This is an optimization exercise on Yosys and OpenROAD, whose aim is small area and a short achievable clock period, not a production implementation.
No run shown here included a check of the RTL's function; only the layout flow was run.

[flow/flow/run.sh]
#!/bin/bash
# The standard layout (standard.sh), with two changes to how it is made:
# - ports are buffered with buf_1 instead of the default delay buffer;
# - repair_timing aims for 6.9 ns of setup slack instead of 0.
set -euo pipefail
export SETUP_SLACK_MARGIN=7.2
export SETUP_MOVE_SEQUENCE=unbuffer,sizeup,swap
export BUFFER_PORTS_ARGS="-buffer_cell sky130_fd_sc_hd__buf_1"
bash standard.sh > standard.log 2>&1
[flow/standard.sh]
#!/bin/bash
# synth_recipe.tcl (not shown) runs the flow's synth.tcl, then flattens the netlist and writes it again
# the make line also repeats each setting of config.mk as NAME=value (left out here)
make -C /OpenROAD-flow-scripts/flow DESIGN_CONFIG=/design/flow/config.mk WORK_HOME=/design/flow/orfs CLKGATE_MAP_FILE= SYNTH_SCRIPT=/design/flow/synth_recipe.tcl "${@:-finish}"
[flow/config.mk]
export PLATFORM = sky130hd
export DESIGN_NAME = fir_3tap
export DESIGN_NICKNAME = fir_3tap
export VERILOG_FILES = /design/flow/design.v
export SDC_FILE = /design/flow/constraint.sdc
export NUM_CORES = 4
export LEC_CHECK = 0
export CAP_MARGIN = 20
export CORE_MARGIN = 2
export CORE_UTILIZATION = 55
export CTS_BUF_LIST = sky130_fd_sc_hd__clkbuf_8
export SLEW_MARGIN = 20
export SYNTH_HIERARCHICAL = 1
export SYNTH_MINIMUM_KEEP_SIZE = 0
export TNS_END_PERCENT = 0
[flow/constraint.sdc]
create_clock -name core_clock -period 12.5 [get_ports {clk}]
set_input_delay 2.5000 -clock core_clock [delete_from_list [all_inputs] [get_ports {clk}]]
set_output_delay 2.5000 -clock core_clock [all_outputs]
set_load 0.01 [all_outputs]
[flow/design.v]
module full_adder(output sum,
                  output carry_out,
                  input x,
                  input y,
                  input carry_in);
assign sum = x ^ y ^ carry_in;
assign carry_out = (x & y) | (x & carry_in) | (y & carry_in);
endmodule
module g_and2(output y, input a, input b);
assign y = a & b;
endmodule
module g_aoi21(output y, input a, input b, input c);
assign y = ~((a & b) | c);
endmodule
module g_inv(output y, input a);
assign y = ~a;
endmodule
module g_nand2(output y, input a, input b);
assign y = ~(a & b);
endmodule
module g_nor2(output y, input a, input b);
assign y = ~(a | b);
endmodule
module g_oai21(output y, input a, input b, input c);
assign y = ~((a | b) & c);
endmodule
module g_or2(output y, input a, input b);
assign y = a | b;
endmodule
module g_xnor2(output y, input a, input b);
assign y = ~(a ^ b);
endmodule
module g_xor2(output y, input a, input b);
assign y = a ^ b;
endmodule
module half_adder_n(output sum_n,
                    output carry_n,
                    input a_n,
                    input b_n);
xnor_n xs(sum_n, a_n, b_n);
or_n oc(carry_n, a_n, b_n);
endmodule
module xnor_n(output y, input a, input b);
assign y = ~(a ^ b);
endmodule
module or_n(output y, input a, input b);
assign y = a | b;
endmodule
module fir_3tap (input clk,
                 input [7:0] Xin,
                 input [7:0] H0,
                 input [7:0] H1,
                 input [7:0] H2,
                 output reg [15:0] Yout);
reg [7:0] Xd, H1d, H2d;
reg [15:0] Pn;
wire t2_p0_0 = ~(Xd[0] & H2d[0]);
wire t2_p0_1 = ~(Xd[0] & H2d[1]);
wire t2_p0_2 = ~(Xd[0] & H2d[2]);
wire t2_p0_3 = ~(Xd[0] & H2d[3]);
wire t2_p0_4 = ~(Xd[0] & H2d[4]);
wire t2_p0_5 = ~(Xd[0] & H2d[5]);
wire t2_p0_6 = ~(Xd[0] & H2d[6]);
wire t2_p0_7 = ~(Xd[0] & H2d[7]);
wire t2_p1_0 = ~(Xd[1] & H2d[0]);
wire t2_p1_1 = ~(Xd[1] & H2d[1]);
wire t2_p1_2 = ~(Xd[1] & H2d[2]);
wire t2_p1_3 = ~(Xd[1] & H2d[3]);
wire t2_p1_4 = ~(Xd[1] & H2d[4]);
wire t2_p1_5 = ~(Xd[1] & H2d[5]);
wire t2_p1_6 = ~(Xd[1] & H2d[6]);
wire t2_p1_7 = ~(Xd[1] & H2d[7]);
wire t2_p2_0 = ~(Xd[2] & H2d[0]);
wire t2_p2_1 = ~(Xd[2] & H2d[1]);
wire t2_p2_2 = ~(Xd[2] & H2d[2]);
wire t2_p2_3 = ~(Xd[2] & H2d[3]);
wire t2_p2_4 = ~(Xd[2] & H2d[4]);
wire t2_p2_5 = ~(Xd[2] & H2d[5]);
wire t2_p2_6 = ~(Xd[2] & H2d[6]);
wire t2_p2_7 = ~(Xd[2] & H2d[7]);
wire t2_p3_0 = ~(Xd[3] & H2d[0]);
wire t2_p3_1 = ~(Xd[3] & H2d[1]);
wire t2_p3_2 = ~(Xd[3] & H2d[2]);
wire t2_p3_3 = ~(Xd[3] & H2d[3]);
wire t2_p3_4 = ~(Xd[3] & H2d[4]);
wire t2_p3_5 = ~(Xd[3] & H2d[5]);
wire t2_p3_6 = ~(Xd[3] & H2d[6]);
wire t2_p3_7 = ~(Xd[3] & H2d[7]);
wire t2_p4_0 = ~(Xd[4] & H2d[0]);
wire t2_p4_1 = ~(Xd[4] & H2d[1]);
wire t2_p4_2 = ~(Xd[4] & H2d[2]);
wire t2_p4_3 = ~(Xd[4] & H2d[3]);
wire t2_p4_4 = ~(Xd[4] & H2d[4]);
wire t2_p4_5 = ~(Xd[4] & H2d[5]);
wire t2_p4_6 = ~(Xd[4] & H2d[6]);
wire t2_p4_7 = ~(Xd[4] & H2d[7]);
wire t2_p5_0 = ~(Xd[5] & H2d[0]);
wire t2_p5_1 = ~(Xd[5] & H2d[1]);
wire t2_p5_2 = ~(Xd[5] & H2d[2]);
wire t2_p5_3 = ~(Xd[5] & H2d[3]);
wire t2_p5_4 = ~(Xd[5] & H2d[4]);
wire t2_p5_5 = ~(Xd[5] & H2d[5]);
wire t2_p5_6 = ~(Xd[5] & H2d[6]);
wire t2_p5_7 = ~(Xd[5] & H2d[7]);
wire t2_p6_0 = ~(Xd[6] & H2d[0]);
wire t2_p6_1 = ~(Xd[6] & H2d[1]);
wire t2_p6_2 = ~(Xd[6] & H2d[2]);
wire t2_p6_3 = ~(Xd[6] & H2d[3]);
wire t2_p6_4 = ~(Xd[6] & H2d[4]);
wire t2_p6_5 = ~(Xd[6] & H2d[5]);
wire t2_p6_6 = ~(Xd[6] & H2d[6]);
wire t2_p6_7 = ~(Xd[6] & H2d[7]);
wire t2_p7_0 = ~(Xd[7] & H2d[0]);
wire t2_p7_1 = ~(Xd[7] & H2d[1]);
wire t2_p7_2 = ~(Xd[7] & H2d[2]);
wire t2_p7_3 = ~(Xd[7] & H2d[3]);
wire t2_p7_4 = ~(Xd[7] & H2d[4]);
wire t2_p7_5 = ~(Xd[7] & H2d[5]);
wire t2_p7_6 = ~(Xd[7] & H2d[6]);
wire t2_p7_7 = ~(Xd[7] & H2d[7]);
wire t2_s0, t2_c0;
half_adder_n t2_ha0 (t2_s0, t2_c0, t2_p0_6, t2_p1_5);
wire t2_s1, t2_c1;
full_adder t2_fa1 (t2_s1, t2_c1, t2_p0_7, t2_p1_6, t2_p2_5);
wire t2_s2, t2_c2;
half_adder_n t2_ha2 (t2_s2, t2_c2, t2_p3_4, t2_p4_3);
wire t2_s3, t2_c3;
full_adder t2_fa3 (t2_s3, t2_c3, t2_p1_7, t2_p2_6, t2_p3_5);
wire t2_s4, t2_c4;
half_adder_n t2_ha4 (t2_s4, t2_c4, t2_p4_4, t2_p5_3);
wire t2_s5, t2_c5;
full_adder t2_fa5 (t2_s5, t2_c5, t2_p2_7, t2_p3_6, t2_p4_5);
wire t2_s6, t2_c6;
half_adder_n t2_ha6 (t2_s6, t2_c6, t2_p0_4, t2_p1_3);
wire t2_s7, t2_c7;
full_adder t2_fa7 (t2_s7, t2_c7, t2_p0_5, t2_p1_4, t2_p2_3);
wire t2_s8, t2_c8;
half_adder_n t2_ha8 (t2_s8, t2_c8, t2_p3_2, t2_p4_1);
wire t2_s9, t2_c9;
full_adder t2_fa9 (t2_s9, t2_c9, t2_p2_4, t2_p3_3, t2_p4_2);
wire t2_s10, t2_c10;
full_adder t2_fa10 (t2_s10, t2_c10, t2_p5_1, t2_p6_0, t2_s0);
wire t2_s11, t2_c11;
full_adder t2_fa11 (t2_s11, t2_c11, t2_p5_2, t2_p6_1, t2_p7_0);
wire t2_s12, t2_c12;
full_adder t2_fa12 (t2_s12, t2_c12, t2_c0, t2_s2, t2_s1);
wire t2_s13, t2_c13;
full_adder t2_fa13 (t2_s13, t2_c13, t2_p6_2, t2_p7_1, t2_c2);
wire t2_s14, t2_c14;
full_adder t2_fa14 (t2_s14, t2_c14, t2_s4, t2_c1, t2_s3);
wire t2_s15, t2_c15;
full_adder t2_fa15 (t2_s15, t2_c15, t2_p5_4, t2_p6_3, t2_p7_2);
wire t2_s16, t2_c16;
full_adder t2_fa16 (t2_s16, t2_c16, t2_c4, t2_c3, t2_s5);
wire t2_s17, t2_c17;
full_adder t2_fa17 (t2_s17, t2_c17, t2_p3_7, t2_p4_6, t2_p5_5);
wire t2_s18, t2_c18;
full_adder t2_fa18 (t2_s18, t2_c18, t2_p6_4, t2_p7_3, t2_c5);
wire t2_s19, t2_c19;
full_adder t2_fa19 (t2_s19, t2_c19, t2_p4_7, t2_p5_6, t2_p6_5);
wire t2_s20, t2_c20;
half_adder_n t2_ha20 (t2_s20, t2_c20, t2_p0_3, t2_p1_2);
wire t2_s21, t2_c21;
full_adder t2_fa21 (t2_s21, t2_c21, t2_p2_2, t2_p3_1, t2_p4_0);
wire t2_s22, t2_c22;
full_adder t2_fa22 (t2_s22, t2_c22, t2_p5_0, t2_c6, t2_s8);
wire t2_s23, t2_c23;
full_adder t2_fa23 (t2_s23, t2_c23, t2_c8, t2_c7, t2_s9);
wire t2_s24, t2_c24;
full_adder t2_fa24 (t2_s24, t2_c24, t2_c9, t2_s11, t2_c10);
wire t2_s25, t2_c25;
full_adder t2_fa25 (t2_s25, t2_c25, t2_c11, t2_s13, t2_c12);
wire t2_s26, t2_c26;
full_adder t2_fa26 (t2_s26, t2_c26, t2_s15, t2_c13, t2_c14);
wire t2_s27, t2_c27;
full_adder t2_fa27 (t2_s27, t2_c27, t2_c15, t2_s17, t2_c16);
wire t2_s28, t2_c28;
full_adder t2_fa28 (t2_s28, t2_c28, t2_p7_4, t2_c17, t2_s19);
wire t2_s29, t2_c29;
full_adder t2_fa29 (t2_s29, t2_c29, t2_p5_7, t2_p6_6, t2_p7_5);
wire t2_s30, t2_c30;
half_adder_n t2_ha30 (t2_s30, t2_c30, t2_p0_2, t2_p1_1);
wire t2_s31, t2_c31;
full_adder t2_fa31 (t2_s31, t2_c31, t2_p2_1, t2_p3_0, t2_s20);
wire t2_s32, t2_c32;
full_adder t2_fa32 (t2_s32, t2_c32, t2_c20, t2_s6, t2_s21);
wire t2_s33, t2_c33;
full_adder t2_fa33 (t2_s33, t2_c33, t2_c21, t2_s7, t2_s22);
wire t2_s34, t2_c34;
full_adder t2_fa34 (t2_s34, t2_c34, t2_c22, t2_s10, t2_s23);
wire t2_s35, t2_c35;
full_adder t2_fa35 (t2_s35, t2_c35, t2_c23, t2_s12, t2_s24);
wire t2_s36, t2_c36;
full_adder t2_fa36 (t2_s36, t2_c36, t2_s14, t2_c24, t2_s25);
wire t2_s37, t2_c37;
full_adder t2_fa37 (t2_s37, t2_c37, t2_s16, t2_c25, t2_s26);
wire t2_s38, t2_c38;
full_adder t2_fa38 (t2_s38, t2_c38, t2_s18, t2_c26, t2_s27);
wire t2_s39, t2_c39;
full_adder t2_fa39 (t2_s39, t2_c39, t2_c18, t2_s28, t2_c27);
wire t2_s40, t2_c40;
full_adder t2_fa40 (t2_s40, t2_c40, t2_c19, t2_s29, t2_c28);
wire t2_s41, t2_c41;
full_adder t2_fa41 (t2_s41, t2_c41, t2_p6_7, t2_p7_6, t2_c29);
wire n1;
g_xnor2 u1 (n1, t2_p0_1, t2_p1_0);
wire n2;
g_or2 u2 (n2, t2_p0_1, t2_p1_0);
wire t2_rs2, t2_rc2;
full_adder t2_rfa2 (t2_rs2, t2_rc2, t2_s30, t2_p2_0, n2);
wire t2_rs3, t2_rc3;
full_adder t2_rfa3 (t2_rs3, t2_rc3, t2_c30, t2_s31, t2_rc2);
wire t2_rs4, t2_rc4;
full_adder t2_rfa4 (t2_rs4, t2_rc4, t2_c31, t2_s32, t2_rc3);
wire t2_rs5, t2_rc5;
full_adder t2_rfa5 (t2_rs5, t2_rc5, t2_c32, t2_s33, t2_rc4);
wire t2_rs6, t2_rc6;
full_adder t2_rfa6 (t2_rs6, t2_rc6, t2_c33, t2_s34, t2_rc5);
wire t2_rs7, t2_rc7;
full_adder t2_rfa7 (t2_rs7, t2_rc7, t2_c34, t2_s35, t2_rc6);
wire t2_rs8, t2_rc8;
full_adder t2_rfa8 (t2_rs8, t2_rc8, t2_c35, t2_s36, t2_rc7);
wire t2_rs9, t2_rc9;
full_adder t2_rfa9 (t2_rs9, t2_rc9, t2_c36, t2_s37, t2_rc8);
wire n3;
g_or2 u3 (n3, t2_c37, t2_s38);
wire n4;
g_and2 u4 (n4, t2_c37, t2_s38);
wire n5;
g_aoi21 u5 (n5, n3, t2_rc9, n4);
wire n6;
g_nor2 u6 (n6, t2_c38, t2_s39);
wire n7;
g_nand2 u7 (n7, t2_c38, t2_s39);
wire n8;
g_oai21 u8 (n8, n6, n5, n7);
wire n9;
g_or2 u9 (n9, t2_c39, t2_s40);
wire n10;
g_and2 u10 (n10, t2_c39, t2_s40);
wire n11;
g_aoi21 u11 (n11, n9, n8, n10);
wire n12;
g_nor2 u12 (n12, t2_c40, t2_s41);
wire n13;
g_nand2 u13 (n13, t2_c40, t2_s41);
wire n14;
g_oai21 u14 (n14, n12, n11, n13);
wire n15;
g_or2 u15 (n15, t2_c41, t2_p7_7);
wire n16;
g_and2 u16 (n16, t2_c41, t2_p7_7);
wire n17;
g_aoi21 u17 (n17, n15, n14, n16);
wire n18;
g_xor2 u18 (n18, t2_c37, t2_s38);
wire n19;
g_xor2 u19 (n19, n18, t2_rc9);
wire n20;
g_xor2 u20 (n20, t2_c38, t2_s39);
wire n21;
g_xnor2 u21 (n21, n20, n5);
wire n22;
g_xor2 u22 (n22, t2_c39, t2_s40);
wire n23;
g_xor2 u23 (n23, n22, n8);
wire n24;
g_xor2 u24 (n24, t2_c40, t2_s41);
wire n25;
g_xnor2 u25 (n25, n24, n11);
wire n26;
g_xor2 u26 (n26, t2_c41, t2_p7_7);
wire n27;
g_xor2 u27 (n27, n26, n14);
wire n28;
g_inv u28 (n28, n17);
wire [15:0] t2_sn = {n28, n27, n25, n23, n21, n19, t2_rs9, t2_rs8, t2_rs7, t2_rs6, t2_rs5, t2_rs4, t2_rs3, t2_rs2, n1, t2_p0_0};
wire t1_p0_0 = ~(Xd[0] & H1d[0]);
wire t1_p0_1 = ~(Xd[0] & H1d[1]);
wire t1_p0_2 = ~(Xd[0] & H1d[2]);
wire t1_p0_3 = ~(Xd[0] & H1d[3]);
wire t1_p0_4 = ~(Xd[0] & H1d[4]);
wire t1_p0_5 = ~(Xd[0] & H1d[5]);
wire t1_p0_6 = ~(Xd[0] & H1d[6]);
wire t1_p0_7 = ~(Xd[0] & H1d[7]);
wire t1_p1_0 = ~(Xd[1] & H1d[0]);
wire t1_p1_1 = ~(Xd[1] & H1d[1]);
wire t1_p1_2 = ~(Xd[1] & H1d[2]);
wire t1_p1_3 = ~(Xd[1] & H1d[3]);
wire t1_p1_4 = ~(Xd[1] & H1d[4]);
wire t1_p1_5 = ~(Xd[1] & H1d[5]);
wire t1_p1_6 = ~(Xd[1] & H1d[6]);
wire t1_p1_7 = ~(Xd[1] & H1d[7]);
wire t1_p2_0 = ~(Xd[2] & H1d[0]);
wire t1_p2_1 = ~(Xd[2] & H1d[1]);
wire t1_p2_2 = ~(Xd[2] & H1d[2]);
wire t1_p2_3 = ~(Xd[2] & H1d[3]);
wire t1_p2_4 = ~(Xd[2] & H1d[4]);
wire t1_p2_5 = ~(Xd[2] & H1d[5]);
wire t1_p2_6 = ~(Xd[2] & H1d[6]);
wire t1_p2_7 = ~(Xd[2] & H1d[7]);
wire t1_p3_0 = ~(Xd[3] & H1d[0]);
wire t1_p3_1 = ~(Xd[3] & H1d[1]);
wire t1_p3_2 = ~(Xd[3] & H1d[2]);
wire t1_p3_3 = ~(Xd[3] & H1d[3]);
wire t1_p3_4 = ~(Xd[3] & H1d[4]);
wire t1_p3_5 = ~(Xd[3] & H1d[5]);
wire t1_p3_6 = ~(Xd[3] & H1d[6]);
wire t1_p3_7 = ~(Xd[3] & H1d[7]);
wire t1_p4_0 = ~(Xd[4] & H1d[0]);
wire t1_p4_1 = ~(Xd[4] & H1d[1]);
wire t1_p4_2 = ~(Xd[4] & H1d[2]);
wire t1_p4_3 = ~(Xd[4] & H1d[3]);
wire t1_p4_4 = ~(Xd[4] & H1d[4]);
wire t1_p4_5 = ~(Xd[4] & H1d[5]);
wire t1_p4_6 = ~(Xd[4] & H1d[6]);
wire t1_p4_7 = ~(Xd[4] & H1d[7]);
wire t1_p5_0 = ~(Xd[5] & H1d[0]);
wire t1_p5_1 = ~(Xd[5] & H1d[1]);
wire t1_p5_2 = ~(Xd[5] & H1d[2]);
wire t1_p5_3 = ~(Xd[5] & H1d[3]);
wire t1_p5_4 = ~(Xd[5] & H1d[4]);
wire t1_p5_5 = ~(Xd[5] & H1d[5]);
wire t1_p5_6 = ~(Xd[5] & H1d[6]);
wire t1_p5_7 = ~(Xd[5] & H1d[7]);
wire t1_p6_0 = ~(Xd[6] & H1d[0]);
wire t1_p6_1 = ~(Xd[6] & H1d[1]);
wire t1_p6_2 = ~(Xd[6] & H1d[2]);
wire t1_p6_3 = ~(Xd[6] & H1d[3]);
wire t1_p6_4 = ~(Xd[6] & H1d[4]);
wire t1_p6_5 = ~(Xd[6] & H1d[5]);
wire t1_p6_6 = ~(Xd[6] & H1d[6]);
wire t1_p6_7 = ~(Xd[6] & H1d[7]);
wire t1_p7_0 = ~(Xd[7] & H1d[0]);
wire t1_p7_1 = ~(Xd[7] & H1d[1]);
wire t1_p7_2 = ~(Xd[7] & H1d[2]);
wire t1_p7_3 = ~(Xd[7] & H1d[3]);
wire t1_p7_4 = ~(Xd[7] & H1d[4]);
wire t1_p7_5 = ~(Xd[7] & H1d[5]);
wire t1_p7_6 = ~(Xd[7] & H1d[6]);
wire t1_p7_7 = ~(Xd[7] & H1d[7]);
wire t1_s0, t1_c0;
half_adder_n t1_ha0 (t1_s0, t1_c0, Pn[5], t1_p0_5);
wire t1_s1, t1_c1;
full_adder t1_fa1 (t1_s1, t1_c1, Pn[6], t1_p0_6, t1_p1_5);
wire t1_s2, t1_c2;
half_adder_n t1_ha2 (t1_s2, t1_c2, t1_p2_4, t1_p3_3);
wire t1_s3, t1_c3;
full_adder t1_fa3 (t1_s3, t1_c3, Pn[7], t1_p0_7, t1_p1_6);
wire t1_s4, t1_c4;
full_adder t1_fa4 (t1_s4, t1_c4, t1_p2_5, t1_p3_4, t1_p4_3);
wire t1_s5, t1_c5;
half_adder_n t1_ha5 (t1_s5, t1_c5, t1_p5_2, t1_p6_1);
wire t1_s6, t1_c6;
full_adder t1_fa6 (t1_s6, t1_c6, Pn[8], t1_p1_7, t1_p2_6);
wire t1_s7, t1_c7;
full_adder t1_fa7 (t1_s7, t1_c7, t1_p3_5, t1_p4_4, t1_p5_3);
wire t1_s8, t1_c8;
half_adder_n t1_ha8 (t1_s8, t1_c8, t1_p6_2, t1_p7_1);
wire t1_s9, t1_c9;
full_adder t1_fa9 (t1_s9, t1_c9, Pn[9], t1_p2_7, t1_p3_6);
wire t1_s10, t1_c10;
full_adder t1_fa10 (t1_s10, t1_c10, t1_p4_5, t1_p5_4, t1_p6_3);
wire t1_s11, t1_c11;
full_adder t1_fa11 (t1_s11, t1_c11, Pn[10], t1_p3_7, t1_p4_6);
wire t1_s12, t1_c12;
half_adder_n t1_ha12 (t1_s12, t1_c12, Pn[3], t1_p0_3);
wire t1_s13, t1_c13;
full_adder t1_fa13 (t1_s13, t1_c13, Pn[4], t1_p0_4, t1_p1_3);
wire t1_s14, t1_c14;
half_adder_n t1_ha14 (t1_s14, t1_c14, t1_p2_2, t1_p3_1);
wire t1_s15, t1_c15;
full_adder t1_fa15 (t1_s15, t1_c15, t1_p1_4, t1_p2_3, t1_p3_2);
wire t1_s16, t1_c16;
full_adder t1_fa16 (t1_s16, t1_c16, t1_p4_1, t1_p5_0, t1_s0);
wire t1_s17, t1_c17;
full_adder t1_fa17 (t1_s17, t1_c17, t1_p4_2, t1_p5_1, t1_p6_0);
wire t1_s18, t1_c18;
full_adder t1_fa18 (t1_s18, t1_c18, t1_c0, t1_s2, t1_s1);
wire t1_s19, t1_c19;
full_adder t1_fa19 (t1_s19, t1_c19, t1_p7_0, t1_c2, t1_s5);
wire t1_s20, t1_c20;
full_adder t1_fa20 (t1_s20, t1_c20, t1_c1, t1_s3, t1_s4);
wire t1_s21, t1_c21;
full_adder t1_fa21 (t1_s21, t1_c21, t1_c5, t1_s8, t1_c3);
wire t1_s22, t1_c22;
full_adder t1_fa22 (t1_s22, t1_c22, t1_c4, t1_s6, t1_s7);
wire t1_s23, t1_c23;
full_adder t1_fa23 (t1_s23, t1_c23, t1_p7_2, t1_c8, t1_c6);
wire t1_s24, t1_c24;
full_adder t1_fa24 (t1_s24, t1_c24, t1_c7, t1_s10, t1_s9);
wire t1_s25, t1_c25;
full_adder t1_fa25 (t1_s25, t1_c25, t1_p5_5, t1_p6_4, t1_p7_3);
wire t1_s26, t1_c26;
full_adder t1_fa26 (t1_s26, t1_c26, t1_c10, t1_c9, t1_s11);
wire t1_s27, t1_c27;
full_adder t1_fa27 (t1_s27, t1_c27, Pn[11], t1_p4_7, t1_p5_6);
wire t1_s28, t1_c28;
full_adder t1_fa28 (t1_s28, t1_c28, t1_p6_5, t1_p7_4, t1_c11);
wire t1_s29, t1_c29;
full_adder t1_fa29 (t1_s29, t1_c29, Pn[12], t1_p5_7, t1_p6_6);
wire t1_s30, t1_c30;
half_adder_n t1_ha30 (t1_s30, t1_c30, Pn[2], t1_p0_2);
wire t1_s31, t1_c31;
full_adder t1_fa31 (t1_s31, t1_c31, t1_p1_2, t1_p2_1, t1_p3_0);
wire t1_s32, t1_c32;
full_adder t1_fa32 (t1_s32, t1_c32, t1_p4_0, t1_c12, t1_s14);
wire t1_s33, t1_c33;
full_adder t1_fa33 (t1_s33, t1_c33, t1_c14, t1_c13, t1_s15);
wire t1_s34, t1_c34;
full_adder t1_fa34 (t1_s34, t1_c34, t1_c15, t1_s17, t1_c16);
wire t1_s35, t1_c35;
full_adder t1_fa35 (t1_s35, t1_c35, t1_c17, t1_s19, t1_c18);
wire t1_s36, t1_c36;
full_adder t1_fa36 (t1_s36, t1_c36, t1_c19, t1_c20, t1_s21);
wire t1_s37, t1_c37;
full_adder t1_fa37 (t1_s37, t1_c37, t1_c21, t1_c22, t1_s23);
wire t1_s38, t1_c38;
full_adder t1_fa38 (t1_s38, t1_c38, t1_s25, t1_c23, t1_c24);
wire t1_s39, t1_c39;
full_adder t1_fa39 (t1_s39, t1_c39, t1_c25, t1_s27, t1_c26);
wire t1_s40, t1_c40;
full_adder t1_fa40 (t1_s40, t1_c40, t1_p7_5, t1_c27, t1_s29);
wire t1_s41, t1_c41;
full_adder t1_fa41 (t1_s41, t1_c41, Pn[13], t1_p6_7, t1_p7_6);
wire t1_s42, t1_c42;
half_adder_n t1_ha42 (t1_s42, t1_c42, Pn[1], t1_p0_1);
wire t1_s43, t1_c43;
full_adder t1_fa43 (t1_s43, t1_c43, t1_p1_1, t1_p2_0, t1_s30);
wire t1_s44, t1_c44;
full_adder t1_fa44 (t1_s44, t1_c44, t1_c30, t1_s12, t1_s31);
wire t1_s45, t1_c45;
full_adder t1_fa45 (t1_s45, t1_c45, t1_c31, t1_s13, t1_s32);
wire t1_s46, t1_c46;
full_adder t1_fa46 (t1_s46, t1_c46, t1_c32, t1_s16, t1_s33);
wire t1_s47, t1_c47;
full_adder t1_fa47 (t1_s47, t1_c47, t1_c33, t1_s18, t1_s34);
wire t1_s48, t1_c48;
full_adder t1_fa48 (t1_s48, t1_c48, t1_s20, t1_c34, t1_s35);
wire t1_s49, t1_c49;
full_adder t1_fa49 (t1_s49, t1_c49, t1_s22, t1_c35, t1_s36);
wire t1_s50, t1_c50;
full_adder t1_fa50 (t1_s50, t1_c50, t1_s24, t1_c36, t1_s37);
wire t1_s51, t1_c51;
full_adder t1_fa51 (t1_s51, t1_c51, t1_s26, t1_c37, t1_s38);
wire t1_s52, t1_c52;
full_adder t1_fa52 (t1_s52, t1_c52, t1_s28, t1_c38, t1_s39);
wire t1_s53, t1_c53;
full_adder t1_fa53 (t1_s53, t1_c53, t1_c28, t1_s40, t1_c39);
wire t1_s54, t1_c54;
full_adder t1_fa54 (t1_s54, t1_c54, t1_c29, t1_s41, t1_c40);
wire t1_s55, t1_c55;
full_adder t1_fa55 (t1_s55, t1_c55, Pn[14], t1_p7_7, t1_c41);
wire t1x_s0, t1x_c0;
half_adder_n t1x_ha0 (t1x_s0, t1x_c0, t1_c47, t1_s48);
wire t1x_s1, t1x_c1;
half_adder_n t1x_ha1 (t1x_s1, t1x_c1, t1_c48, t1_s49);
wire t0_p0_0 = ~(Xin[0] & H0[0]);
wire t0_p0_1 = ~(Xin[0] & H0[1]);
wire t0_p0_2 = ~(Xin[0] & H0[2]);
wire t0_p0_3 = ~(Xin[0] & H0[3]);
wire t0_p0_4 = ~(Xin[0] & H0[4]);
wire t0_p0_5 = ~(Xin[0] & H0[5]);
wire t0_p0_6 = ~(Xin[0] & H0[6]);
wire t0_p0_7 = ~(Xin[0] & H0[7]);
wire t0_p1_0 = ~(Xin[1] & H0[0]);
wire t0_p1_1 = ~(Xin[1] & H0[1]);
wire t0_p1_2 = ~(Xin[1] & H0[2]);
wire t0_p1_3 = ~(Xin[1] & H0[3]);
wire t0_p1_4 = ~(Xin[1] & H0[4]);
wire t0_p1_5 = ~(Xin[1] & H0[5]);
wire t0_p1_6 = ~(Xin[1] & H0[6]);
wire t0_p1_7 = ~(Xin[1] & H0[7]);
wire t0_p2_0 = ~(Xin[2] & H0[0]);
wire t0_p2_1 = ~(Xin[2] & H0[1]);
wire t0_p2_2 = ~(Xin[2] & H0[2]);
wire t0_p2_3 = ~(Xin[2] & H0[3]);
wire t0_p2_4 = ~(Xin[2] & H0[4]);
wire t0_p2_5 = ~(Xin[2] & H0[5]);
wire t0_p2_6 = ~(Xin[2] & H0[6]);
wire t0_p2_7 = ~(Xin[2] & H0[7]);
wire t0_p3_0 = ~(Xin[3] & H0[0]);
wire t0_p3_1 = ~(Xin[3] & H0[1]);
wire t0_p3_2 = ~(Xin[3] & H0[2]);
wire t0_p3_3 = ~(Xin[3] & H0[3]);
wire t0_p3_4 = ~(Xin[3] & H0[4]);
wire t0_p3_5 = ~(Xin[3] & H0[5]);
wire t0_p3_6 = ~(Xin[3] & H0[6]);
wire t0_p3_7 = ~(Xin[3] & H0[7]);
wire t0_p4_0 = ~(Xin[4] & H0[0]);
wire t0_p4_1 = ~(Xin[4] & H0[1]);
wire t0_p4_2 = ~(Xin[4] & H0[2]);
wire t0_p4_3 = ~(Xin[4] & H0[3]);
wire t0_p4_4 = ~(Xin[4] & H0[4]);
wire t0_p4_5 = ~(Xin[4] & H0[5]);
wire t0_p4_6 = ~(Xin[4] & H0[6]);
wire t0_p4_7 = ~(Xin[4] & H0[7]);
wire t0_p5_0 = ~(Xin[5] & H0[0]);
wire t0_p5_1 = ~(Xin[5] & H0[1]);
wire t0_p5_2 = ~(Xin[5] & H0[2]);
wire t0_p5_3 = ~(Xin[5] & H0[3]);
wire t0_p5_4 = ~(Xin[5] & H0[4]);
wire t0_p5_5 = ~(Xin[5] & H0[5]);
wire t0_p5_6 = ~(Xin[5] & H0[6]);
wire t0_p5_7 = ~(Xin[5] & H0[7]);
wire t0_p6_0 = ~(Xin[6] & H0[0]);
wire t0_p6_1 = ~(Xin[6] & H0[1]);
wire t0_p6_2 = ~(Xin[6] & H0[2]);
wire t0_p6_3 = ~(Xin[6] & H0[3]);
wire t0_p6_4 = ~(Xin[6] & H0[4]);
wire t0_p6_5 = ~(Xin[6] & H0[5]);
wire t0_p6_6 = ~(Xin[6] & H0[6]);
wire t0_p6_7 = ~(Xin[6] & H0[7]);
wire t0_p7_0 = ~(Xin[7] & H0[0]);
wire t0_p7_1 = ~(Xin[7] & H0[1]);
wire t0_p7_2 = ~(Xin[7] & H0[2]);
wire t0_p7_3 = ~(Xin[7] & H0[3]);
wire t0_p7_4 = ~(Xin[7] & H0[4]);
wire t0_p7_5 = ~(Xin[7] & H0[5]);
wire t0_p7_6 = ~(Xin[7] & H0[6]);
wire t0_p7_7 = ~(Xin[7] & H0[7]);
wire t0_s0, t0_c0;
half_adder_n t0_ha0 (t0_s0, t0_c0, t1_c44, t1_s45);
wire t0_s1, t0_c1;
full_adder t0_fa1 (t0_s1, t0_c1, t1_c45, t1_s46, t0_p0_5);
wire t0_s2, t0_c2;
half_adder_n t0_ha2 (t0_s2, t0_c2, t0_p1_4, t0_p2_3);
wire t0_s3, t0_c3;
full_adder t0_fa3 (t0_s3, t0_c3, t1_c46, t1_s47, t0_p0_6);
wire t0_s4, t0_c4;
full_adder t0_fa4 (t0_s4, t0_c4, t0_p1_5, t0_p2_4, t0_p3_3);
wire t0_s5, t0_c5;
half_adder_n t0_ha5 (t0_s5, t0_c5, t0_p4_2, t0_p5_1);
wire t0_s6, t0_c6;
full_adder t0_fa6 (t0_s6, t0_c6, t1x_s0, t0_p0_7, t0_p1_6);
wire t0_s7, t0_c7;
full_adder t0_fa7 (t0_s7, t0_c7, t0_p2_5, t0_p3_4, t0_p4_3);
wire t0_s8, t0_c8;
full_adder t0_fa8 (t0_s8, t0_c8, t0_p5_2, t0_p6_1, t0_p7_0);
wire t0_s9, t0_c9;
full_adder t0_fa9 (t0_s9, t0_c9, t1x_c0, t1x_s1, t0_p1_7);
wire t0_s10, t0_c10;
full_adder t0_fa10 (t0_s10, t0_c10, t0_p2_6, t0_p3_5, t0_p4_4);
wire t0_s11, t0_c11;
full_adder t0_fa11 (t0_s11, t0_c11, t0_p5_3, t0_p6_2, t0_p7_1);
wire t0_s12, t0_c12;
full_adder t0_fa12 (t0_s12, t0_c12, t1_c49, t1_s50, t1x_c1);
wire t0_s13, t0_c13;
full_adder t0_fa13 (t0_s13, t0_c13, t0_p2_7, t0_p3_6, t0_p4_5);
wire t0_s14, t0_c14;
full_adder t0_fa14 (t0_s14, t0_c14, t0_p5_4, t0_p6_3, t0_p7_2);
wire t0_s15, t0_c15;
full_adder t0_fa15 (t0_s15, t0_c15, t1_c50, t1_s51, t0_p3_7);
wire t0_s16, t0_c16;
full_adder t0_fa16 (t0_s16, t0_c16, t0_p4_6, t0_p5_5, t0_p6_4);
wire t0_s17, t0_c17;
full_adder t0_fa17 (t0_s17, t0_c17, t1_c51, t1_s52, t0_p4_7);
wire t0_s18, t0_c18;
half_adder_n t0_ha18 (t0_s18, t0_c18, t1_c42, t1_s43);
wire t0_s19, t0_c19;
full_adder t0_fa19 (t0_s19, t0_c19, t1_c43, t1_s44, t0_p0_3);
wire t0_s20, t0_c20;
half_adder_n t0_ha20 (t0_s20, t0_c20, t0_p1_2, t0_p2_1);
wire t0_s21, t0_c21;
full_adder t0_fa21 (t0_s21, t0_c21, t0_s0, t0_p0_4, t0_p1_3);
wire t0_s22, t0_c22;
full_adder t0_fa22 (t0_s22, t0_c22, t0_p2_2, t0_p3_1, t0_p4_0);
wire t0_s23, t0_c23;
full_adder t0_fa23 (t0_s23, t0_c23, t0_c0, t0_p3_2, t0_p4_1);
wire t0_s24, t0_c24;
full_adder t0_fa24 (t0_s24, t0_c24, t0_p5_0, t0_s2, t0_s1);
wire t0_s25, t0_c25;
full_adder t0_fa25 (t0_s25, t0_c25, t0_p6_0, t0_c2, t0_s5);
wire t0_s26, t0_c26;
full_adder t0_fa26 (t0_s26, t0_c26, t0_c1, t0_s3, t0_s4);
wire t0_s27, t0_c27;
full_adder t0_fa27 (t0_s27, t0_c27, t0_c5, t0_c3, t0_c4);
wire t0_s28, t0_c28;
full_adder t0_fa28 (t0_s28, t0_c28, t0_s6, t0_s7, t0_s8);
wire t0_s29, t0_c29;
full_adder t0_fa29 (t0_s29, t0_c29, t0_c6, t0_c7, t0_c8);
wire t0_s30, t0_c30;
full_adder t0_fa30 (t0_s30, t0_c30, t0_s10, t0_s11, t0_s9);
wire t0_s31, t0_c31;
full_adder t0_fa31 (t0_s31, t0_c31, t0_s12, t0_c10, t0_c11);
wire t0_s32, t0_c32;
full_adder t0_fa32 (t0_s32, t0_c32, t0_c9, t0_s13, t0_s14);
wire t0_s33, t0_c33;
full_adder t0_fa33 (t0_s33, t0_c33, t0_p7_3, t0_c12, t0_c13);
wire t0_s34, t0_c34;
full_adder t0_fa34 (t0_s34, t0_c34, t0_c14, t0_s15, t0_s16);
wire t0_s35, t0_c35;
full_adder t0_fa35 (t0_s35, t0_c35, t0_p5_6, t0_p6_5, t0_p7_4);
wire t0_s36, t0_c36;
full_adder t0_fa36 (t0_s36, t0_c36, t0_c15, t0_c16, t0_s17);
wire t0_s37, t0_c37;
full_adder t0_fa37 (t0_s37, t0_c37, t1_s53, t1_c52, t0_p5_7);
wire t0_s38, t0_c38;
full_adder t0_fa38 (t0_s38, t0_c38, t0_p6_6, t0_p7_5, t0_c17);
wire t0_s39, t0_c39;
full_adder t0_fa39 (t0_s39, t0_c39, t1_s54, t1_c53, t0_p6_7);
wire t0_s40, t0_c40;
half_adder_n t0_ha40 (t0_s40, t0_c40, t1_p1_0, t1_s42);
wire t0_s41, t0_c41;
full_adder t0_fa41 (t0_s41, t0_c41, t0_s18, t0_p0_2, t0_p1_1);
wire t0_s42, t0_c42;
full_adder t0_fa42 (t0_s42, t0_c42, t0_c18, t0_p3_0, t0_s20);
wire t0_s43, t0_c43;
full_adder t0_fa43 (t0_s43, t0_c43, t0_c20, t0_c19, t0_s21);
wire t0_s44, t0_c44;
full_adder t0_fa44 (t0_s44, t0_c44, t0_c21, t0_c22, t0_s23);
wire t0_s45, t0_c45;
full_adder t0_fa45 (t0_s45, t0_c45, t0_c23, t0_s25, t0_c24);
wire t0_s46, t0_c46;
full_adder t0_fa46 (t0_s46, t0_c46, t0_c25, t0_c26, t0_s27);
wire t0_s47, t0_c47;
full_adder t0_fa47 (t0_s47, t0_c47, t0_c27, t0_c28, t0_s29);
wire t0_s48, t0_c48;
full_adder t0_fa48 (t0_s48, t0_c48, t0_c29, t0_c30, t0_s31);
wire t0_s49, t0_c49;
full_adder t0_fa49 (t0_s49, t0_c49, t0_c31, t0_c32, t0_s33);
wire t0_s50, t0_c50;
full_adder t0_fa50 (t0_s50, t0_c50, t0_s35, t0_c33, t0_c34);
wire t0_s51, t0_c51;
full_adder t0_fa51 (t0_s51, t0_c51, t0_c35, t0_s37, t0_c36);
wire t0_s52, t0_c52;
full_adder t0_fa52 (t0_s52, t0_c52, t0_p7_6, t0_c37, t0_s39);
wire t0_s53, t0_c53;
full_adder t0_fa53 (t0_s53, t0_c53, t1_s55, t1_c54, t0_p7_7);
wire t0_s54, t0_c54;
half_adder_n t0_ha54 (t0_s54, t0_c54, Pn[0], t1_p0_0);
wire t0_s55, t0_c55;
full_adder t0_fa55 (t0_s55, t0_c55, t0_s40, t0_p0_1, t0_p1_0);
wire t0_s56, t0_c56;
full_adder t0_fa56 (t0_s56, t0_c56, t0_c40, t0_p2_0, t0_s41);
wire t0_s57, t0_c57;
full_adder t0_fa57 (t0_s57, t0_c57, t0_c41, t0_s19, t0_s42);
wire t0_s58, t0_c58;
full_adder t0_fa58 (t0_s58, t0_c58, t0_s22, t0_c42, t0_s43);
wire t0_s59, t0_c59;
full_adder t0_fa59 (t0_s59, t0_c59, t0_c43, t0_s24, t0_s44);
wire t0_s60, t0_c60;
full_adder t0_fa60 (t0_s60, t0_c60, t0_c44, t0_s26, t0_s45);
wire t0_s61, t0_c61;
full_adder t0_fa61 (t0_s61, t0_c61, t0_s28, t0_c45, t0_s46);
wire t0_s62, t0_c62;
full_adder t0_fa62 (t0_s62, t0_c62, t0_s30, t0_c46, t0_s47);
wire t0_s63, t0_c63;
full_adder t0_fa63 (t0_s63, t0_c63, t0_s32, t0_c47, t0_s48);
wire t0_s64, t0_c64;
full_adder t0_fa64 (t0_s64, t0_c64, t0_s34, t0_c48, t0_s49);
wire t0_s65, t0_c65;
full_adder t0_fa65 (t0_s65, t0_c65, t0_s36, t0_c49, t0_s50);
wire t0_s66, t0_c66;
full_adder t0_fa66 (t0_s66, t0_c66, t0_s38, t0_c50, t0_s51);
wire t0_s67, t0_c67;
full_adder t0_fa67 (t0_s67, t0_c67, t0_c38, t0_s52, t0_c51);
wire t0_s68, t0_c68;
full_adder t0_fa68 (t0_s68, t0_c68, t0_c39, t0_s53, t0_c52);
wire t0_s69, t0_c69;
full_adder t0_fa69 (t0_s69, t0_c69, Pn[15], t1_c55, t0_c53);
wire n29;
g_xnor2 u29 (n29, t0_s54, t0_p0_0);
wire n30;
g_or2 u30 (n30, t0_s54, t0_p0_0);
wire t0_rs1, t0_rc1;
full_adder t0_rfa1 (t0_rs1, t0_rc1, t0_c54, t0_s55, n30);
wire t0_rs2, t0_rc2;
full_adder t0_rfa2 (t0_rs2, t0_rc2, t0_c55, t0_s56, t0_rc1);
wire n31;
g_or2 u31 (n31, t0_c56, t0_s57);
wire n32;
g_and2 u32 (n32, t0_c56, t0_s57);
wire n33;
g_aoi21 u33 (n33, n31, t0_rc2, n32);
wire n34;
g_nor2 u34 (n34, t0_c57, t0_s58);
wire n35;
g_nand2 u35 (n35, t0_c57, t0_s58);
wire n36;
g_oai21 u36 (n36, n34, n33, n35);
wire n37;
g_or2 u37 (n37, t0_c58, t0_s59);
wire n38;
g_and2 u38 (n38, t0_c58, t0_s59);
wire n39;
g_aoi21 u39 (n39, n37, n36, n38);
wire n40;
g_nor2 u40 (n40, t0_c59, t0_s60);
wire n41;
g_nand2 u41 (n41, t0_c59, t0_s60);
wire n42;
g_oai21 u42 (n42, n40, n39, n41);
wire n43;
g_nor2 u43 (n43, t0_c61, t0_s62);
wire n44;
g_nand2 u44 (n44, t0_c60, t0_s61);
wire n45;
g_nand2 u45 (n45, t0_c61, t0_s62);
wire n46;
g_oai21 u46 (n46, n43, n44, n45);
wire n47;
g_nor2 u47 (n47, t0_c60, t0_s61);
wire n48;
g_nor2 u48 (n48, n43, n47);
wire n49;
g_nor2 u49 (n49, t0_c63, t0_s64);
wire n50;
g_nand2 u50 (n50, t0_c62, t0_s63);
wire n51;
g_nand2 u51 (n51, t0_c63, t0_s64);
wire n52;
g_oai21 u52 (n52, n49, n50, n51);
wire n53;
g_nor2 u53 (n53, t0_c62, t0_s63);
wire n54;
g_nor2 u54 (n54, n49, n53);
wire n55;
g_nor2 u55 (n55, t0_c65, t0_s66);
wire n56;
g_nand2 u56 (n56, t0_c64, t0_s65);
wire n57;
g_nand2 u57 (n57, t0_c65, t0_s66);
wire n58;
g_oai21 u58 (n58, n55, n56, n57);
wire n59;
g_nor2 u59 (n59, t0_c64, t0_s65);
wire n60;
g_nor2 u60 (n60, n55, n59);
wire n61;
g_nor2 u61 (n61, t0_c67, t0_s68);
wire n62;
g_nand2 u62 (n62, t0_c66, t0_s67);
wire n63;
g_nand2 u63 (n63, t0_c67, t0_s68);
wire n64;
g_oai21 u64 (n64, n61, n62, n63);
wire n65;
g_nor2 u65 (n65, t0_c66, t0_s67);
wire n66;
g_nor2 u66 (n66, n61, n65);
wire n67;
g_aoi21 u67 (n67, n48, n42, n46);
wire n68;
g_or2 u68 (n68, t0_c59, t0_s60);
wire n69;
g_nand2 u69 (n69, n48, n68);
wire n70;
g_aoi21 u70 (n70, n60, n52, n58);
wire n71;
g_nand2 u71 (n71, n60, n54);
wire n72;
g_oai21 u72 (n72, n71, n67, n70);
wire n73;
g_nor2 u73 (n73, n71, n69);
wire n74;
g_inv u74 (n74, n54);
wire n75;
g_inv u75 (n75, n52);
wire n76;
g_oai21 u76 (n76, n74, n67, n75);
wire n77;
g_inv u77 (n77, n54);
wire n78;
g_nor2 u78 (n78, n77, n69);
wire n79;
g_aoi21 u79 (n79, n66, n72, n64);
wire n80;
g_nand2 u80 (n80, n66, n73);
wire n81;
g_or2 u81 (n81, t0_c60, t0_s61);
wire n82;
g_and2 u82 (n82, t0_c60, t0_s61);
wire n83;
g_aoi21 u83 (n83, n81, n42, n82);
wire n84;
g_nand2 u84 (n84, n81, n68);
wire n85;
g_oai21 u85 (n85, n53, n67, n50);
wire n86;
g_nor2 u86 (n86, n53, n69);
wire n87;
g_or2 u87 (n87, t0_c64, t0_s65);
wire n88;
g_and2 u88 (n88, t0_c64, t0_s65);
wire n89;
g_aoi21 u89 (n89, n87, n76, n88);
wire n90;
g_nand2 u90 (n90, n87, n78);
wire n91;
g_or2 u91 (n91, t0_c66, t0_s67);
wire n92;
g_and2 u92 (n92, t0_c66, t0_s67);
wire n93;
g_aoi21 u93 (n93, n91, n72, n92);
wire n94;
g_nand2 u94 (n94, n91, n73);
wire n95;
g_inv u95 (n95, n29);
wire n96;
g_inv u96 (n96, t0_rs1);
wire n97;
g_inv u97 (n97, t0_rs2);
wire n98;
g_xor2 u98 (n98, t0_c56, t0_s57);
wire n99;
g_xnor2 u99 (n99, n98, t0_rc2);
wire n100;
g_xor2 u100 (n100, t0_c57, t0_s58);
wire n101;
g_xor2 u101 (n101, n100, n33);
wire n102;
g_xor2 u102 (n102, t0_c58, t0_s59);
wire n103;
g_xnor2 u103 (n103, n102, n36);
wire n104;
g_xor2 u104 (n104, t0_c59, t0_s60);
wire n105;
g_xor2 u105 (n105, n104, n39);
wire n106;
g_xor2 u106 (n106, t0_c60, t0_s61);
wire n107;
g_xnor2 u107 (n107, n106, n42);
wire n108;
g_xor2 u108 (n108, t0_c61, t0_s62);
wire n109;
g_xor2 u109 (n109, n108, n83);
wire n110;
g_xor2 u110 (n110, t0_c62, t0_s63);
wire n111;
g_xor2 u111 (n111, n110, n67);
wire n112;
g_xor2 u112 (n112, t0_c63, t0_s64);
wire n113;
g_xnor2 u113 (n113, n112, n85);
wire n114;
g_xor2 u114 (n114, t0_c64, t0_s65);
wire n115;
g_xnor2 u115 (n115, n114, n76);
wire n116;
g_xor2 u116 (n116, t0_c65, t0_s66);
wire n117;
g_xor2 u117 (n117, n116, n89);
wire n118;
g_xor2 u118 (n118, t0_c66, t0_s67);
wire n119;
g_xnor2 u119 (n119, n118, n72);
wire n120;
g_xor2 u120 (n120, t0_c67, t0_s68);
wire n121;
g_xor2 u121 (n121, n120, n93);
wire n122;
g_xor2 u122 (n122, t0_c68, t0_s69);
wire n123;
g_xor2 u123 (n123, n122, n79);
wire [15:0] t0_sn = {n123, n121, n119, n117, n115, n113, n111, n109, n107, n105, n103, n101, n99, n97, n96, n95};
always @(posedge clk) begin
  Xd   <= Xin;
  H1d  <= H1;
  H2d  <= H2;
  Pn   <= t2_sn;
  Yout <= t0_sn;
end
endmodule
==> results of run 1 <==
-- per-stage QoR --
step                      cells  cell area (sq um)
after floorplan             613               6590
after global placement      757               6530
after detailed placement    757               6530
after CTS                   765               6710
after global routing        766               6730
final                       766               6730
-- sequential cells by signal, summed over array words and instances, names as in the netlist --
name,count
H1d,8
Xd,8
Yout,16
H2d,8
Pn,16
-- routing by layer --
layer | up-vias | wire, microns | global-route usage [%]
met1 | 2135 | 5020 | 28.6
met5 | - | 0 | 0
li1 | 1834 | - | -
met4 | 0 | 131 | 5.68
met2 | 80 | 6440 | 39.0
met3 | 12 | 413 | 3.27
-- worst reg2reg max path, stage by stage, from the launching register on --
cell     delay, ns
dfxtp_4       0.51
nand2_2       0.10
fa_1          0.52
fa_2          0.37
fa_1          0.51
fa_1          0.44
or2_1         0.24
fa_2          0.55
fa_1          0.44
fa_2          0.55
fa_1          0.45
nand2_1       0.11
o21ai_1       0.11
a21oi_2       0.20
o21ai_4       0.10
a21oi_2       0.14
xor2_1        0.14
-- per-module statistics from Yosys (local to each module, per instance), a selection --
module | area (sq um) | cells | times used | flip-flops and latches
g_xor2 | 8.76 | 1 | 28 | 0
g_xnor2 | 8.76 | 1 | 10 | 0
xnor_n | 8.76 | 1 | 24 | 0
g_aoi21 | 8.76 | 1 | 11 | 0
g_and2 | 6.26 | 1 | 8 | 0
g_oai21 | 5.00 | 1 | 11 | 0
g_nand2 | 3.75 | 1 | 13 | 0
g_inv | 3.75 | 1 | 6 | 0
g_nor2 | 3.75 | 1 | 16 | 0
-- final cells by class --
cell class	count	area [sq um]
clock buffer	5	68.8
fill	985	4640
inverter	6	22.5
antenna	1	2.50
clock inverter	3	47.5
multi-input combinational	503	5040
tap	143	179
sequential	56	1160
timing repair buffer	49	206
-- worst min path at each step --
stage / depth (start not counted) / endpoint / start
global placement: 1 / Pn[0] / H2d[0]
floorplan: 2 / Pn[0] / H2d[0]
CTS: 1 / Pn[0] / H2d[0]
global route: 1 / Pn[0] / Xd[0]
finish: 1 / Pn[0] / H2d[0]
detailed placement: 1 / Pn[0] / H2d[0]
-- placed cells by master, fill, tap and decap left out, types with 6 or more instances in the layout --
cell type,instances
nand2_1,194
fa_1,132
dfxtp_1,42
or2_1,34
xnor2_1,33
buf_1,33
xor2_1,28
fa_2,24
nor2_1,16
buf_2,15
a21oi_2,10
nand2_2,9
and2_1,8
dfxtp_2,7
dfxtp_4,7
o21ai_1,7
inv_1,6
-- what timing repair did --
| item | in CTS | in global routing |
|---|---|---|
| gates resized for setup | 37 | 5 |
| buffers inserted | 0 | 0 |
| hold buffers | 0 | 0 |
| endpoints found under the setup margin | 12 | 11 |
| pin swaps | 16 | 2 |
-- cell families (layout without fill, tap and decap cells) --
logic type | after synthesis | after routing | synth area share (%)
simple gates | 263 | 263 | 17.1
fa+ha+maj | 156 | 156 | 48.8
xor+xnor | 62 | 62 | 8.49
flops | 56 | 56 | 17.5
buf+inv | 54 | 63 | 5.67
compound gates | 22 | 22 | 2.37
other cells | 0 | 1 | 0
==> results by group, run 1 <==
Worst setup path
  • Reg2reg path depth: 16
  • Crit Path Class: reg -> reg
  • Delay-heaviest family, CP: adder cells
  • R2r setup slk: 6.97 ns
  • Worst path cell trace: nand2_2 > fa_1 > fa_2 > fa_1 > fa_1 > or2_1 > fa_2 > fa_1 > fa_2 > fa_1 > nand2_1 > o21ai_1 > a21oi_2 > o21ai_4 > a21oi_2 > xor2_1
  • Required time of the critical path: 12.78 ns
  • Crit path to: Yout[14]
  • Crit path arrival time: 5.80 ns
  • CP startpoint kind: flip-flop
  • Launching point of the worst reg2reg path: Xd[3]
  • Slowest CP cell: fa_2
  • Crit path buf inv count: 0
  • Biggest cell delay along the critical path: 0.55 ns
  • Crit path capture type: flip-flop
  • Most common cell on crit path: fa_1
  • R2r endpoint: Yout[14]
  • Worst-path maximum fanout: 16
  • Crit path from: Xd[3]
  • Critical path depth in cells: 16

Synthesis
  • Synth top area cells: fa_1 49%, dfxtp_1 18%, nand2_1 12%, xnor2_1 4.7%, xor2_1 3.8%
  • Syn nets: roughly 800
  • Cell area after synthesis: 6400 sq um
  • Post-synth top area share: between 40% and 50%
  • #FFs+latches synth: 56
  • Library cells used by synthesis: 15
  • Syn Inst Count: 613
  • Count leader, synth: nand2_1
  • Yosys warns: 7
  • Async S/R FF share, synth: 0%
  • Leading area contributor after synthesis: fa_1
  • Syn_area_per_cell: 10.4 sq um
  • Sequential share of the synthesized area: 17.5%
  • Post-synth EDFFs: 0
  • Most frequent cells after synthesis: 204 x nand2_1, 156 x fa_1, 56 x dfxtp_1
  • Prevailing post-synth register cell: dfxtp_1

STA
  • Worst slew pin tran: 0.454 ns
  • Final Max Tran Viols: 0
  • Slew headroom: 69.7%
  • Max Clk Rate: approximately 0.18 GHz
  • Final setup viols: 0
  • Crit share post-route: 44.2%
  • Final worst slack: between 6 and 7 ns
  • Final Skew: 0.0158 ns
  • Final min period: 5.53 ns
  • Fin. Hold Viols: 0
  • RSZ-0062 raised after global routing: yes
  • Final setup TNS: 0 ns
  • Min Hold Slack: 0.524 ns

Route
  • Initial DRT Pass Iterations: 5
  • Total wirelength of the detailed-routed design: 12000 microns
  • Initial DRC Count: 185
  • Detail Route Antenna Nets: 0
  • Vias per Instance: around 5.3
  • Routed length per instance: approximately 16 microns
  • Drt drc: 0
  • Routed vias: 4061

Place
  • Number of buffers inserted by port buffering: 48
  • Post-place setup slack: 6.43 ns
  • GP Congestion: 0.820
  • Post-detail-place hpwl: between 9000 and 10000 microns

Global route
  • First-pass GRT wire length: about 22000 microns
  • Vias in the first global route: 4554
  • Initial antenna violation count: 1
  • Largest net degree at the start of global routing: 19
  • Gr usage total: between 20 and 25%
  • Global route overflow: 0

Die
  • Area of the core: 11400 sq um
  • Horiz. Die Dim: 112 microns
  • Initial Utilization: approximately 56%
  • IO Pins: 49
  • Placement Rows: 39
  • Die Y: between 100 and 150 microns
  • Die area: 12500 sq um

Cells and area
  • Post-layout util: 59.2%
  • Syn-to-layout area delta: 5.18%
  • Layout cells sized above 1: 14.3%
  • Nets: 810

Clock network
  • Clock transition at path regs: 0.12 ns
  • CTS max path bufs: 2
  • Clk sink count: 56
  • Num CTS Buffers: 5
  • CTS root buf: clkbuf_8
  • CTS tree: built
  • H-tree depth: 2
  • Clock latency (worst-skew pair): ~0.34 ns

Flow run
  • Max-cap violations: 0

Outcome
  • Run status: finished clean

Worst hold path
  • Worst min path class: reg -> reg
==> inputs of run 2 (changes only) <==
--- a/flow/flow/run.sh
+++ b/flow/flow/run.sh
@@ -4,5 +4,5 @@
 # - repair_timing aims for 6.9 ns of setup slack instead of 0.
 set -euo pipefail
-export SETUP_SLACK_MARGIN=7.2
+export SETUP_SLACK_MARGIN=6.6
 export SETUP_MOVE_SEQUENCE=unbuffer,sizeup,swap
 export BUFFER_PORTS_ARGS="-buffer_cell sky130_fd_sc_hd__buf_1"
==> run 2 against run 1 <==
Effect of this change: setup slack got worse by 0.15 ns; wire length is essentially flat; hold slack better by 0.0014 ns; utilization shrank 1.0 points; synthesized cell count unchanged; sequential share of layout area is 0.19 points higher; global-route usage is 0.52 points higher; area after synthesis unchanged; highest routed layer unchanged.
==> results by group, run 2 <==
Clock network
  • CTS max path bufs: 2 (unchanged)
  • Hold buffer count at cts: 0 (unchanged)
  • Clock transition at path regs: 0.11 ns (was 0.12 ns)
  • Num CTS Buffers: 5 (unchanged)
  • CTS root buf: clkbuf_8 (unchanged)
  • H-tree depth: 2 (unchanged)
  • CTS tree: built (unchanged)
  • Clock latency (worst-skew pair): 0.34 ns (about the same)
  • Clk sink count: 56 (unchanged)
  • # Post-CTS Setup Buffers: 0 (unchanged)

Global route
  • Largest net degree at the start of global routing: 20 (was 19)
  • Initial antenna violation count: 0 (was 1)
  • First-pass GRT wire length: 22000 microns (was 21800 microns)
  • Global route overflow: 0 (unchanged)
  • Vias in the first global route: 4599 (was 4554)
  • Gr usage total: 22.5% (was 22.0%)

Die
  • Die Y: 112 microns (unchanged)
  • Area of the core: 11400 sq um (unchanged)
  • Die area: 12500 sq um (unchanged)
  • Horiz. Die Dim: 112 microns (unchanged)
  • Placement Rows: 39 (unchanged)
  • Initial Utilization: 56.3% (unchanged)
  • IO Pins: 49 (unchanged)

Synthesis
  • Count leader, synth: nand2_1 (unchanged)
  • Syn Inst Count: 613 (unchanged)
  • Cell area after synthesis: 6400 sq um (unchanged)
  • Synth Area in XOR/XNOR: 8.49% (unchanged)
  • Async S/R FF share, synth: 0% (unchanged)
  • Library cells used by synthesis: 15 (unchanged)
  • Compound-gate portion of the synthesized area: 2.37% (unchanged)
  • Post-synth EDFFs: 0 (unchanged)
  • Yosys warns: 7 (unchanged)
  • Post-synth top area share: 48.8% (unchanged)
  • Syn nets: 802 (unchanged)
  • Prevailing post-synth register cell: dfxtp_1 (unchanged)
  • Simple-gate share of the synthesized area: 17.1% (unchanged)
  • Synth top area cells: fa_1 49%, dfxtp_1 18%, nand2_1 12%, xnor2_1 4.7%, xor2_1 3.8% (unchanged)
  • Largest family of logic cells by synthesized area: adder cells (unchanged)
  • Syn_area_per_cell: 10.4 sq um (unchanged)
  • #FFs+latches synth: 56 (unchanged)
  • Post-Synth Adder-Cell Area: 48.8% (unchanged)
  • Most frequent cells after synthesis: 204 x nand2_1, 156 x fa_1, 56 x dfxtp_1 (unchanged)
  • Sequential share of the synthesized area: 17.5% (unchanged)
  • Mux contribution to synthesized area: 0% (unchanged)
  • Leading area contributor after synthesis: fa_1 (unchanged)

Worst setup path
  • Most common cell on crit path: fa_1 (unchanged)
  • Required time of the critical path: 12.73 ns (was 12.78 ns)
  • Slowest CP cell: fa_1 (was fa_2)
  • Crit Path Class: reg -> reg (unchanged)
  • Delay-heaviest family, CP: adder cells (unchanged)
  • Crit path capture type: flip-flop (unchanged)
  • Crit path buf inv count: 0 (unchanged)
  • Reg2reg path depth: 16 (unchanged)
  • Crit path arrival time: 5.91 ns (was 5.80 ns)
  • Worst-path maximum fanout: 16 (unchanged)
  • CP startpoint kind: flip-flop (unchanged)
  • Biggest cell delay along the critical path: 0.61 ns (was 0.55 ns)
  • Worst path cell trace: nand2_1 > fa_1 > fa_2 > fa_1 > fa_1 > or2_1 > fa_2 > fa_1 > fa_2 > fa_1 > nor2_1 > nor2_1 > nand2_1 > o21ai_4 > a21oi_2 > xor2_1 (was nand2_2 > fa_1 > fa_2 > fa_1 > fa_1 > or2_1 > fa_2 > fa_1 > fa_2 > fa_1 > nand2_1 > o21ai_1 > a21oi_2 > o21ai_4 > a21oi_2 > xor2_1)
  • Critical path depth in cells: 16 (unchanged)

Place
  • Post-detail-place hpwl: 9710 microns (was 9680 microns)
  • GP Congestion: 0.830 (was 0.820)
  • Placed insts: 757 (unchanged)
  • Number of buffers inserted by port buffering: 48 (unchanged)

Route
  • Total wirelength of the detailed-routed design: 12000 microns (about the same)
  • Detail Route Antenna Nets: 0 (unchanged)
  • Vias per Instance: 5.27 (was 5.30)
  • Drt drc: 0 (unchanged)
  • Routed vias: 4031 (was 4061)
  • Routed length per instance: 15.7 microns (about the same)
  • Initial DRT Pass Iterations: 4 (was 5)
  • Initial DRC Count: 216 (was 185)

STA
  • Final min period: 5.68 ns (was 5.53 ns)
  • Max Clk Rate: 0.176 GHz (was 0.181 GHz)
  • Fin. Hold Viols: 0 (unchanged)
  • Slew headroom: 69.2% (was 69.7%)
  • Final Skew: 0.00785 ns (was 0.0158 ns)
  • Worst slew pin tran: 0.462 ns (was 0.454 ns)
  • Final Max Tran Viols: 0 (unchanged)
  • Min Hold Slack: 0.525 ns (was 0.524 ns)
  • Final setup TNS: 0 ns (unchanged)
  • Final setup viols: 0 (unchanged)
  • Crit share post-route: 45.4% (was 44.2%)
  • RSZ-0062 raised after global routing: yes (unchanged)

Worst hold path
  • Worst min path class: reg -> reg (unchanged)
  • Min-Delay Path Depth: 1 (unchanged)

Cells and area
  • Commonest cells after routing, fill and taps aside: 202 x nand2_1, 150 x fa_1, 44 x dfxtp_1 (was 194 x nand2_1, 132 x fa_1, 42 x dfxtp_1)
  • N_diodes: 0 (was 1)
  • Top flop regs: Pn x16, Yout x16 (unchanged)
  • Nets: 810 (unchanged)
  • Number of non-filler instances in the completed layout: 765 (was 766)
  • Layout cells sized above 1: 8.52% (was 14.3%)
  • Commonest non-fill, non-tap cell in the layout: nand2_1 (unchanged)
  • Syn-to-layout area delta: 3.36% (was 5.18%)

Outcome
  • Run status: finished clean (unchanged)

Flow run
  • Max-cap violations: 0 (unchanged)
==> run 2: cell count changes in the layout (fill, tap and decap cells not counted), moves of 8 or more <==
cell / before / now
fa_2: 24 / 6
buf_1: 33 / 42
fa_1: 132 / 150
buf_2: 15 / 0
nand2_1: 194 / 202
==> run 2: cell families after synthesis <==
group           after synthesis
compound gates               22
xor+xnor                     62
fa+ha+maj                   156
buf+inv                      54
flops                        56
simple gates                263
==> run 2: repair_timing <==
action                     4_1_cts  5_1_grt
setup endpoints to repair        5        6
resized for setup               15       24
pin swaps                        0        8
==> run 2: final timing paths <==
path / start / to / slack [ns]
max: Xd[1] / Yout[15] / 6.82
min: Xd[0] / Pn[0] / 0.53
min reg2reg: Xd[0] / Pn[0] / 0.53
max reg2reg: Xd[1] / Yout[15] / 6.82
==> run 2: per-layer routing <==
layer	track usage [%]	part of all wire (%)
met1	28.5	41
met2	40.8	54
met3	3.38	3.4
met4	5.68	1.7
met5	0	0
==> run 2: area by class of cell <==
class / count / area, sq um
well taps: 143 / 179
fillers: 1024 / 4760
inverters: 6 / 22.5
repair buffers: 49 / 195
multi-input cells: 503 / 4970
flip-flops and latches: 56 / 1150
clock inverters: 3 / 26.3
clock buffers: 5 / 68.8
==> run 2: through the flow <==
stage,util [%],setup WS [ns],cell area [sq um]
detailed placement,56.5,6.15,6420
global placement,56.5,6.22,6420
finish,58.1,6.82,6610
floorplan,-,6.75,6400
global route,58.1,6.60,6610
CTS,57.6,6.60,6540
==> run 2: per-module statistics from Yosys (local to each module, per instance), excerpt <==
module	area [sq um]	times used	cells inside	flip-flops and latches
g_inv	3.75	6	1	0
g_nand2	3.75	13	1	0
g_or2	6.26	10	1	0
or_n	6.26	24	1	0
g_oai21	5.00	11	1	0
g_xor2	8.76	28	1	0
g_and2	6.26	8	1	0
fir_3tap	2180	1	296	56
xnor_n	8.76	24	1	0
g_aoi21	8.76	11	1	0
g_nor2	3.75	16	1	0
full_adder	20.0	156	1	0
g_xnor2	8.76	10	1	0
==> run 2: worst register-to-register path, stage by stage, from the launching register on <==
cell and delay (ns):
dfxtp_4 0.48, nand2_1 0.12, fa_1 0.50, fa_2 0.41, fa_1 0.56, fa_1 0.44
or2_1 0.27, fa_2 0.55, fa_1 0.46, fa_2 0.39, fa_1 0.61, nor2_1 0.08
nor2_1 0.13, nand2_1 0.10, o21ai_4 0.23, a21oi_2 0.08, xor2_1 0.16

## what the ideal ports hide
How much do the figures lean on ideal ports? The routed layouts below were timed once more, with nothing changed but the port constraints.
Step 1, drivers: a clkbuf_16 drives clk and a buf_2 each remaining input, both assumed.
Step 2 moves the port delays by t, midway between the first and last clock arrival at a register: inputs arrive t later, outputs are due t later. That takes back most of the time a late clock gives input paths.
Slacks: no drivers / after step 1 / after step 2; pairs: no drivers / after step 1.
run	shift t [ns]	setup slack, ns	pins driven straight from the clock port
run 1	0.362	6.974 / 6.974 / 6.637	1
run 2	0.375	6.824 / 6.824 / 6.462	1
After both steps setup and hold are still met in every run listed. The setup slack of run 2, which loses most, moves by 0.000 ns with the drivers and by -0.362 ns with both steps.
